Context: an optimization exercise on an open-source flow, tuned for small area, a short achievable clock period and few clock cycles per item. The choices shown serve that exercise and are no tape-out recipe.
Function was checked by simulation only, so behaviour that the tests miss may differ from the original.
Power figures rest on the tool's default switching activity, not on a simulated workload.

==> flow/design.v, too long to show whole: its modules and the start of the top module <==
// module window: 450 lines
module window #(
    parameter Q_IN  = 15,
    parameter Q_COEFF = 15,
    parameter Q_OUT = 15,
    parameter N     = 256
)(
    input wire clk,
    input wire reset,
    input wire valid_in,
    input wire valid_packet,
    input wire signed [Q_IN:0] data_in,
    output reg valid_request,
    output reg valid_out,
    output reg signed [Q_OUT:0] data_out_0,
    output reg signed [Q_OUT:0] data_out_1
);
  // ...
==> flow/flow/run.sh <==
#!/bin/bash
# The standard layout (the standard.sh, unchanged synthesis), except that
# timing repair aims for 7 ns of setup slack at the 10 ns clock instead of
# stopping once the 10 ns clock is met, so the multiplier paths get sized
# for speed.  Each step's full output goes to its own log in this folder.
set -euo pipefail
bash standard.sh synth > synth.log 2>&1
bash standard.sh SETUP_SLACK_MARGIN=7 finish > layout.log 2>&1
==> flow/standard.sh <==
#!/bin/bash
# synth_recipe.tcl (not shown) runs the flow's synth.tcl, then flattens the netlist and writes it again
# the make line also repeats each setting of config.mk as NAME=value (left out here)
make -C /OpenROAD-flow-scripts/flow DESIGN_CONFIG=/design/flow/config.mk WORK_HOME=/design/flow/orfs CLKGATE_MAP_FILE= SYNTH_SCRIPT=/design/flow/synth_recipe.tcl "${@:-finish}"
==> flow/config.mk <==
export PLATFORM = sky130hd
export DESIGN_NAME = window
export DESIGN_NICKNAME = window
export VERILOG_FILES = /design/flow/design.v
export SDC_FILE = /design/flow/constraint.sdc
export NUM_CORES = 4
export LEC_CHECK = 0
export CAP_MARGIN = 20
export CORE_MARGIN = 2
export CORE_UTILIZATION = 40
export PLACE_DENSITY = 0.6
export SLEW_MARGIN = 20
==> flow/constraint.sdc <==
create_clock -name core_clock -period 10.0 [get_ports {clk}]
set_input_delay 2.0000 -clock core_clock [delete_from_list [all_inputs] [get_ports {clk}]]
set_output_delay 2.0000 -clock core_clock [all_outputs]
set_load 0.01 [all_outputs]
==> notes.md, run 1 <==
Starting Density = 40.4%
Global Route met2 Usage = 38.0%
number of synthesized flops with an enable pin = 0
Root Buffer = clkbuf_16
Metal-1 WL = 26.8 mm
met3 Resource Use GR = 3.50%
min-delay src = data[15]
Die Ht = 234 um
Seq area share = 22.4%
DRC = 0
FF/Latch Area = 5670 um2
Syn-to-layout area delta = 19.1%
adder-cell area share of the yosys netlist = 19.5%
Yosys warnings = 1
worst reg2reg setup slack = 6920 ps
Distinct cells, synth = 78
post-CTS setup buffers = 37
final hold slack = 367 ps
combinational power share = 33.8%
Synth area leader = dfxtp_1
met2 wire len = 30.6 mm
comb_multi_in = 1693
Syn Nets = 2637
CP Capture Type = register
asr flop ratio synth = 0%
Sink Count = 277
status = finished clean
Repair and plain buffers = 163
actual slew at the worst max-slew pin = 871 ps
drt first pass iters = 8
FFs & Latches = 277
Max stage delay cell, worst path = dfxtp_1
Resize count post-CTS = 312
FMAX = 0.325 GHz
Testbench counts, summed over its fixed seeds: cycles 8,248, items 8,192.
==> inputs of run 2 (changes only) <==
--- a/flow/config.mk
+++ b/flow/config.mk
@@ -7,6 +7,8 @@
 export LEC_CHECK = 0
 export CAP_MARGIN = 20
 export CORE_MARGIN = 2
-export CORE_UTILIZATION = 40
-export PLACE_DENSITY = 0.6
+export CORE_UTILIZATION = 65
+export CTS_CLUSTER_DIAMETER = 100
+export CTS_CLUSTER_SIZE = 20
+export PLACE_DENSITY = 0.75
 export SLEW_MARGIN = 20
==> run 2 against run 1 <==
Compared with the run above:
- non-clock buffer count fell by 6
- sequential power barely moved
- die area fell by 38%
- wire length fell by 5.0%
- sequential share of layout area rose by 1.1 points
- still clean
- register-to-register slack barely moved
- clock-buffer cell count fell by 17
- highest routed layer unchanged
- hold slack improved by 13 ps
==> notes.md, run 2 <==
Final ANT Viol Nets = 0
Root Buffer = clkbuf_16
Tmin final = 3080 ps
total gr overflow = 0
synthesized area = 21200 um2
first-pass GRT wire length = 94.2 mm
antenna violations before repair = 0
worst reg2reg setup slack = 6920 ps (about the same)
number of hold buffers added after cts = 0
Primary FF master, synth = dfxtp_1
Port Buf Inserts = 53
wire per inst = 22.3 um
Slew headroom = 41.1%
Synth area leader = dfxtp_1
actual slew at the worst max-slew pin = 877 ps (+6.43 ps)
R2R Path Start = data_x[11]
mux contribution to synthesized area = 0.778%
Synth Area in XOR/XNOR = 11.0%
asr flop ratio synth = 0% (unchanged)
Critical Path End = high_a_1[5]
CP required = 10410 ps
Syn-to-layout area delta = 13.3%
Max FO, Critical Path = 5
vias per std cell = 6.74
Die W = 185 um
Synth Area in Compound Gates = 25.0%
# setup viols final = 0
synthesized instance count = 2368
Core Util, Final = 74.3%
count leader, synth = dfxtp_1
Ant. Diodes = 0
final hold slack = 379 ps (+12.6 ps)
Clock Latency Late Sink = 520 ps
setup TNS = 0 ps
top cells by area, synth = dfxtp_1 (26%), fa_1 (13%), xnor2_1 (7.3%)
Yosys warnings = 1 (unchanged)
WS Path Type = reg -> reg
largest net degree at the start of global routing = 40
largest family of logic cells by synthesized area = compound AO/OA/AOI/OAI gates
Final Hold Viols = 0
drt first pass iters = 8 (unchanged)
Hold Path Class = reg -> reg
Syn Nets = 2637 (unchanged)
R2R depth = 11
Starting Density = 65.6% (+25 points)
number of synthesized flops with an enable pin = 0 (unchanged)
Synth top area share = 26.1%
FMAX = 0.325 GHz (-0.13%)
Largest regs = high_a_0: 22 flops, high_a_1: 22 flops
TritonCTS buffer count = 18
Max clock buf depth = 3
Iteration-0 DRC Markers = 2297
Max VDD drop = 0.141 mV
Distinct cells, synth = 78 (unchanged)
startpoint types = register
hpwl dp = 39.0 mm
Post-Place Cell Area = 21900 um2
final wirelength = 62.0 mm
share of layout cells above drive strength 1 = 16.0%
clock skew = 14.3 ps
final instance area = 24100 um2
CP Launch Point = data_x[11]
Final #Nets = 2598
Die ar. = 34100 um2
vias post-DR = 18700
most common cell after layout, fill and taps aside = dfxtp_1
Sink Count = 277 (unchanged)
Core Footprint = 32400 um2
max-cap violations = 0
Final period util = 30.8%
number of global-route vias before repair = 17600
static leakage = 9.56 nW
Pins Over Slew Limit = 0
TritonCTS clock tree = done
CP Capture Type = register
DRC = 0 (unchanged)
placer congestion estimate = 0.994
power per cell area = 149 nW/um2
H-tree Lvls = 1
crit path DAT = 3500 ps
Synth Area per Inst = 8.96 um2
GRT Util Overall = 34.6%
status = finished clean
Site Rows = 66
I/O pins = 54
post-synthesis sequential area ratio = 26.1%
RSZ-0062 raised after global routing = yes
Post-synth top cells = dfxtp_1 (277), clkbuf_1 (197), inv_1 (179), xnor2_1 (178), a221oi_1 (147)
adder-cell area share of the yosys netlist = 19.5% (unchanged)
Die Ht = 185 um (-21%)
reg-to-reg endpoint = high_a_1[5]
Worst-path clk slew = 80 ps
most frequent cells in the layout = dfxtp_1 (215), inv_1 (171), xnor2_1 (169)
synthesis-stage register bit count = 277
post-synthesis simple-gate area fraction = 10.5%
run 2: worst min-delay path by stage:
stage / startpoint / to / slack [ps] / cells past startpoint
after floorplan: data[15] / data_x[15] / 330 / 0
after global placement: data[15] / data_x[15] / 350 / 0
after detailed placement: data[15] / data_x[15] / 360 / 0
after CTS: data[15] / data_x[15] / 370 / 0
after global routing: data[8] / data_x[8] / 390 / 0
final: data[15] / data_x[15] / 380 / 0
run 2: report_power, final:
part | internal, mW | switching, mW | leakage, nW
sequential | 1.32 | 0.151 | 2.31
combinational | 0.629 | 0.722 | 6.99
clock | 0.370 | 0.396 | 0.255
total | 2.32 | 1.27 | 9.56
run 2: cells by family (layout without fill, tap and decap cells):
family          after synthesis  in the layout
compound gates              703            703
simple gates                458            458
buf+inv                     399            363
flops                       277            277
xor+xnor                    267            267
fa+ha+maj                   249            249
mux                          15             15
run 2: critical path: stages, from the launching register on:
cell and delay, ps:
dfxtp_4 360, buf_12 140, buf_4 150, a22o_1 200, a221oi_2 250, xnor2_2 140
fa_2 390, fa_1 490, inv_1 50, fa_2 510, inv_1 40, ha_1 260
run 2: area by class of cell:
| type | instances | area, um2 |
|---|---|---|
| clock buffer | 19 | 475 |
| inverter | 183 | 701 |
| clock inverter | 4 | 56.3 |
| tap | 442 | 553 |
| fill | 2373 | 8310 |
| timing repair buffer | 157 | 1690 |
| multi-input combinational | 1692 | 14900 |
| sequential | 277 | 5660 |
run 2: per-stage QoR:
| step | std cells | power, mW | setup slack [ps] |
|---|---|---|---|
| floorplan | 2368 | 2.35 | 6770 |
| global placement | 2683 | 2.71 | 5840 |
| detailed placement | 2683 | 2.77 | 5790 |
| CTS | 2743 | 3.51 | 6900 |
| global route | 2774 | 3.80 | 6860 |
| finish | 2774 | 3.59 | 6920 |
run 2: what timing repair did:
item	4_1_cts	5_1_grt
gates resized for setup	286	112
endpoints found under the setup margin	145	68
buffers inserted	27	25
pin swaps	26	38
cloned	10	6
run 2: routing by layer:
metal	vias to the layer above	global-route usage, %	part of all wire [%]
li1	8396	-	-
met1	8910	46.3	40
met2	1151	55.5	45
met3	245	6.28	10
met4	0	14.4	4.7
met5	-	0	0

afterwards: timing with drivers on the ports:
The flow's constraints put no driver on any port. The routed layouts listed below were extracted and timed again, unchanged, in two steps. Step 1, drivers: a clkbuf_16 drives clk and a buf_2 each remaining input, both assumed. Step 2 moves the port delays by t, midway between the first and last clock arrival at a register: inputs arrive t later, outputs are due t later. That takes back most of the time a late clock gives input paths. Slacks: ideal / step 1 / step 2; pairs: ideal / step 1.
run	shift t [ns]	setup slack, ns	hold slack, ns	clock arrival spread, ns	worst slew at a driven data input, ns
run 1	0.632	6.923 / 6.908 / 6.474	0.367 / 0.367 / 0.367	0.026 / 0.026	0.03
run 2	0.571	6.919 / 6.919 / 6.490	0.379 / 0.379 / 0.379	0.014 / 0.014	0.04
After both steps setup and hold are still met in every run listed. The setup slack of run 1, which loses most, moves by -0.015 ns with the drivers and by -0.449 ns with both steps.
